From an optimization exercise on the open Yosys and OpenROAD flow, aimed at small area and a short achievable clock period; shortcuts taken in it are not production practice. RTL that was checked went through simulation tests only; none was proved equivalent to the original. No driver is modelled on the clock port, so clocking that relies on it looks cheaper here than on a real chip. Power figures rest on the tool's default switching activity, not on a simulated workload.

==> flow/design.v (excerpt) <==
module easyobv_lb
(
    input logic clk,
    input logic rst,
    input logic pause,
    input logic clear,
    output logic timeout,
    input logic [87:0] instr_tdata,
    input logic instr_tvalid,
    output logic instr_tready,
    output logic [63:0] traffic_tdata,
    output logic traffic_tvalid,
    output logic [7:0] traffic_tkeep,
    output logic traffic_tlast,
    output logic [3:0] traffic_tdest,
    input logic traffic_tready,
    input logic [63:0] rx_mon_tdata,
    input logic rx_mon_tvalid,
    input logic rx_mon_tready,
    input logic [7:0] rx_mon_tkeep,
    input logic rx_mon_tlast,
    input logic [3:0] rx_mon_tdest,
    output logic mismatch,
    output logic [19:0] time_cnt,
    output logic [19:0] tx_pkt_cnt,
    output logic [19:0] tx_time_elapsed,
    output logic [19:0] tx_transferred_size,
    output logic [19:0] rx_pkt_cnt,
    output logic [19:0] rx_time_elapsed,
    output logic [19:0] rx_transferred_size,
    output logic [19:0] latency_sum
);
    axis_gen u_axis_gen (
        .clk            (clk),
        .rst            (rst),
        .pause          (pause),
        .clear          (clear),
        .timeout        (timeout),
        .instr_tdata    (instr_tdata[85:0]),
        .instr_tvalid   (instr_tvalid),
        .instr_tready   (instr_tready),
        .traffic_tdata  (traffic_tdata),
        .traffic_tvalid (traffic_tvalid),
        .traffic_tkeep  (traffic_tkeep),
        .traffic_tlast  (traffic_tlast),
        .traffic_tdest  (traffic_tdest),
        .traffic_tready (traffic_tready)
    );
    axis_mon u_axis_mon (
        .clk                 (clk),
        .sys_rst             (rst),
        .clear               (clear),
        .tx_tdata            (traffic_tdata),
        .tx_tvalid           (traffic_tvalid),
        .tx_tready           (traffic_tready),
        .tx_tkeep            (traffic_tkeep),
        .tx_tlast            (traffic_tlast),
        .tx_tdest            (traffic_tdest),
        .rx_tdata            (rx_mon_tdata),
        .rx_tvalid           (rx_mon_tvalid),
        .rx_tready           (rx_mon_tready),
        .rx_tkeep            (rx_mon_tkeep),
        .rx_tlast            (rx_mon_tlast),
  ...
Size in the first run: about 6,200 cells after synthesis, roughly 410 I/O pins, ~83,000 µm² of cells after synthesis.
==> flow/config.mk <==
export PLATFORM = sky130hd
export DESIGN_NAME = easyobv_lb
export DESIGN_NICKNAME = easyobv_lb
export VERILOG_FILES = /design/flow/design.v
export SDC_FILE = /design/flow/constraint.sdc
export NUM_CORES = 4
export LEC_CHECK = 0
export CAP_MARGIN = 20
export CORE_MARGIN = 2
export CORE_UTILIZATION = 70
export CTS_CLUSTER_DIAMETER = 90
export CTS_CLUSTER_SIZE = 28
export SETUP_SLACK_MARGIN = 3.9
export SLEW_MARGIN = 20
export SYNTH_HIERARCHICAL = 1
export SYNTH_MINIMUM_KEEP_SIZE = 0
==> flow/constraint.sdc <==
create_clock -name core_clock -period 7.0 [get_ports {clk}]
set_input_delay 1.4000 -clock core_clock [delete_from_list [all_inputs] [get_ports {clk}]]
set_output_delay 1.4000 -clock core_clock [all_outputs]
set_load 0.01 [all_outputs]
standard.sh (not shown) runs the stock make flow with config.mk's settings and CLKGATE_MAP_FILE= SYNTH_SCRIPT=/design/flow/synth_recipe.tcl, a recipe that flattens the netlist after the stock synthesis.
==> flow/flow/run.sh <==
#!/bin/bash
# The standard layout, with two changes: plain buf_1 cells as the port buffers instead
# of the delay buffers buffer_ports picks by default, and, after clock tree synthesis,
# the gate that drives the instr_tready port takes its inputs straight from the port
# buffers (eco.tcl) rather than through the buffers placement put after them.
set -euo pipefail
export BUFFER_PORTS_ARGS="-buffer_cell sky130_fd_sc_hd__buf_1"
bash standard.sh cts > standard_cts.log 2>&1
R=orfs/results/sky130hd/easyobv_lb/base
printf 'read_db %s\nsource flow/eco.tcl\nwrite_db %s\n' $R/4_cts.odb $R/4_cts.odb > eco_run.tcl
openroad -no_init -exit eco_run.tcl > eco.log 2>&1
bash standard.sh > standard_finish.log 2>&1
==> flow/flow/eco.tcl <==
# Shorten the input-to-output path to instr_tready: its gate takes its inputs
# straight from the port buffers, and the gate and the output buffer are upsized.
proc drv_inst {net} {
  foreach it [$net getITerms] {
    if {[$it isOutputSignal]} { return [$it getInst] }
  }
  return ""
}
proc in_net {inst} {
  foreach it [$inst getITerms] {
    if {[$it isInputSignal] && [$it getNet] != "NULL"} { return [$it getNet] }
  }
  return ""
}
set block [ord::get_db_block]
set obuf [drv_inst [[$block findBTerm instr_tready] getNet]]
set gate [drv_inst [in_net $obuf]]
puts "output buffer [$obuf getName] [[$obuf getMaster] getName], gate [$gate getName] [[$gate getMaster] getName]"
foreach it [$gate getITerms] {
  if {![$it isInputSignal]} continue
  set net [$it getNet]
  set d [drv_inst $net]
  # walk back through buffers to the port buffer
  while {$d != "" && [string match "*buf*" [[$d getMaster] getName]] && ![string match "input*" [$d getName]]} {
    set up [in_net $d]
    set dd [drv_inst $up]
    if {$dd == ""} break
    set net $up
    set d $dd
  }
  if {$net != [$it getNet]} {
    puts "  [$it getMTerm] ([[$it getMTerm] getName]): [[$it getNet] getName] -> [$net getName]"
    $it disconnect
    $it connect $net
  }
}
The first run went through all stages and came out clean.
Next try:
--- a/flow/design.v
+++ b/flow/design.v
@@ -119,18 +119,26 @@
 endmodule
 module rst_or
 (
     input logic a,
     input logic b,
     output logic y
 );
     assign y = a | b;
 endmodule
+module and_gate
+(
+    input logic a,
+    input logic b,
+    output logic y
+);
+    assign y = a & b;
+endmodule
 `timescale 1ns/1ps
 module axis_gen
 (
     input logic clk,
     input logic rst,
     input logic pause,
     input logic clear,
     output logic timeout,
     input logic [85:0] instr_tdata,
@@ -415,19 +423,21 @@
             cmp_rd = cmp_rd | ({VW{cmp_rp[i]}} & cmp_mem[i]);
     end
     always_ff @(posedge clk) begin
         if (cmp_head_new)
             cmp_head <= tx_vec;
         else if (cmp_pop)
             cmp_head <= cmp_rd;
     end
     logic [15:0] cmp_we;
-    assign cmp_we = cmp_wp & {16{~cmp_full}};
+    for (genvar i = 0; i < 16; i++) begin : g_cmp_we
+        and_gate u_we (.a(tx_tready), .b(tx_tvalid & ~cmp_full & ~cmp_empty & cmp_wp[i]), .y(cmp_we[i]));
+    end
     always_ff @(posedge clk) begin
         for (int i = 0; i < 16; i++)
             if (cmp_we[i])
                 cmp_mem[i] <= tx_vec;
     end
     logic rx_diff;
     always_comb begin
         rx_diff = rx_tkeep != cmp_head[71:64] || rx_tlast != cmp_head[72] || rx_tdest != cmp_head[76:73];
         for (int b = 0; b < 8; b++)
@@ -496,19 +506,21 @@
         end
     end
     always_ff @(posedge clk) begin
         if (lat_pop & lat_three_up)
             lat_next <= lat_rd3;
         else if (lat_pop | (lat_push & lat_one))
             lat_next <= time_cnt;
     end
     logic [15:0] lat_we;
-    assign lat_we = lat_wp & {16{~lat_full}};
+    for (genvar i = 0; i < 16; i++) begin : g_lat_we
+        and_gate u_we (.a(tx_tready), .b(tx_tvalid & tx_tlast & ~mismatch & ~lat_full & ~lat_empty & lat_wp[i]), .y(lat_we[i]));
+    end
     always_ff @(posedge clk) begin
         for (int i = 0; i < 16; i++)
             if (lat_we[i])
                 lat_mem[i] <= time_cnt;
     end
     always_ff @(posedge clk) begin
         if (rst_7)
             latency_sum <= '0;
         else if (lat_out)
After rerunning: The changed run finished clean. Total power goes up by 0.42%. Non-clock buffer count goes down by 12. Final cell count goes down by 0.76%. Die area barely changes. Register-to-register slack got worse by 20 ps. Routed wire length goes up by 6.6%. Area after synthesis hardly moves. Design area is about the same. Clock power goes up by about 1%. Core utilization stays flat. Clock skew goes up by 5.6 ps. Via count goes up by 1.2%. Hold slack got worse by 19 ps.
For the second run of this note, only the layout was checked, not whether the RTL still works.

== branch sierra ==
RTL: one of the versions met above, not the one the previous note started from.
Size: about 6,100 cells after synthesis.
==> flow/config.mk <==
export PLATFORM = sky130hd
export DESIGN_NAME = easyobv_lb
export DESIGN_NICKNAME = easyobv_lb
export VERILOG_FILES = /design/flow/design.v
export SDC_FILE = /design/flow/constraint.sdc
export NUM_CORES = 4
export LEC_CHECK = 0
export CAP_MARGIN = 20
export CORE_MARGIN = 2
export CORE_UTILIZATION = 70
export CTS_CLUSTER_DIAMETER = 80
export CTS_CLUSTER_SIZE = 24
export SETUP_SLACK_MARGIN = 3.9
export SLEW_MARGIN = 20
export SYNTH_HIERARCHICAL = 1
export SYNTH_MINIMUM_KEEP_SIZE = 0
==> flow/constraint.sdc <==
create_clock -name core_clock -period 7.0 [get_ports {clk}]
set_input_delay 1.4000 -clock core_clock [delete_from_list [all_inputs] [get_ports {clk}]]
set_output_delay 1.4000 -clock core_clock [all_outputs]
set_load 0.01 [all_outputs]
Scripts as last shown in full above: flow/flow/run.sh, flow/flow/eco.tcl
[inputs] branch pepper vs branch sierra
diff --git a/flow/design.v b/flow/design.v
--- a/flow/design.v
+++ b/flow/design.v
@@ -116,32 +116,24 @@
     output logic [4:0] cnt_nxt
 );
     assign cnt_nxt = down ? cnt - 1'b1 : cnt + 1'b1;
 endmodule
 module rst_or
 (
     input logic a,
     input logic b,
     output logic y
 );
     assign y = a | b;
 endmodule
-module and_gate
-(
-    input logic a,
-    input logic b,
-    output logic y
-);
-    assign y = a & b;
-endmodule
 `timescale 1ns/1ps
 module axis_gen
 (
     input logic clk,
     input logic rst,
     input logic pause,
     input logic clear,
     output logic timeout,
     input logic [85:0] instr_tdata,
     input logic instr_tvalid,
     output logic instr_tready,
     output logic [63:0] traffic_tdata,
@@ -420,27 +412,25 @@
     always_comb begin
         cmp_rd = '0;
         for (int i = 0; i < 16; i++)
             cmp_rd = cmp_rd | ({VW{cmp_rp[i]}} & cmp_mem[i]);
     end
     always_ff @(posedge clk) begin
         if (cmp_head_new)
             cmp_head <= tx_vec;
         else if (cmp_pop)
             cmp_head <= cmp_rd;
     end
     logic [15:0] cmp_we;
-    for (genvar i = 0; i < 16; i++) begin : g_cmp_we
-        and_gate u_we (.a(tx_tready), .b(tx_tvalid & ~cmp_full & ~cmp_empty & cmp_wp[i]), .y(cmp_we[i]));
-    end
+    assign cmp_we = cmp_wp & {16{~cmp_full}};
     always_ff @(posedge clk) begin
         for (int i = 0; i < 16; i++)
             if (cmp_we[i])
                 cmp_mem[i] <= tx_vec;
     end
     logic rx_diff;
     always_comb begin
         rx_diff = rx_tkeep != cmp_head[71:64] || rx_tlast != cmp_head[72] || rx_tdest != cmp_head[76:73];
         for (int b = 0; b < 8; b++)
             if (cmp_head[64+b] && rx_tdata[b*8+:8] != cmp_head[b*8+:8])
                 rx_diff = 1'b1;
     end
@@ -503,27 +493,25 @@
                 lat_age <= time_cnt - lat_next;
             else
                 lat_age <= lat_age + 1'b1;
         end
     end
     always_ff @(posedge clk) begin
         if (lat_pop & lat_three_up)
             lat_next <= lat_rd3;
         else if (lat_pop | (lat_push & lat_one))
             lat_next <= time_cnt;
     end
     logic [15:0] lat_we;
-    for (genvar i = 0; i < 16; i++) begin : g_lat_we
-        and_gate u_we (.a(tx_tready), .b(tx_tvalid & tx_tlast & ~mismatch & ~lat_full & ~lat_empty & lat_wp[i]), .y(lat_we[i]));
-    end
+    assign lat_we = lat_wp & {16{~lat_full}};
     always_ff @(posedge clk) begin
         for (int i = 0; i < 16; i++)
             if (lat_we[i])
                 lat_mem[i] <= time_cnt;
     end
     always_ff @(posedge clk) begin
         if (rst_7)
             latency_sum <= '0;
         else if (lat_out)
             latency_sum <= latency_sum + lat_age + 1'b1;
     end
 endmodule
[summary]
branch pepper vs branch sierra, slew at the pin closest to its max-slew limit went down by 0.0056 ns.
Reported for branch pepper and branch sierra, largest buffer count on any clock path turned out identical to the last digit.
On global-route usage, the higher figure sits with branch sierra, not branch pepper.
Of branch pepper and branch sierra, the lower delay of the slowest cell on the worst path belongs to branch pepper.
Area added between synthesis and finish: branch pepper higher than branch sierra
Combinational group share of total power of branch sierra is on par with branch pepper.
Via count: lower on branch pepper
Function not checked in branch sierra: the RTL went through the layout flow alone.

## port drivers added, routing unchanged
How much do the figures lean on ideal ports? The routed layouts below were timed once more, with nothing changed but the port constraints. Step 1 assumes that a clkbuf_16 drives the clock port and a buf_2 every other input. Step 2, shift: input delay + t, output delay - t, t = (earliest + latest rising clock arrival at the registers) / 2. This alone moves slack from input paths to output paths. Three values: ideal, step 1, step 2; two values: the first two.
| run | shift t [ns] | setup WS [ns] | clock arrival spread, ns |
|---|---|---|---|
| the first run of note 1 | 0.789 | 3.780 / 3.734 / 3.090 | 0.032 / 0.032 |
| the second run of note 1 | 0.788 | 3.754 / 3.537 / 2.940 | 0.038 / 0.037 |
| branch sierra | 0.806 | 3.671 / 3.495 / 2.689 | 0.049 / 0.049 |
| branch pepper | 0.803 | 3.777 / 3.729 / 3.097 | 0.046 / 0.045 |
After both steps setup and hold are still met in every run listed. The setup slack of branch sierra, which loses most, moves by -0.176 ns with the drivers and by -0.982 ns with both steps.
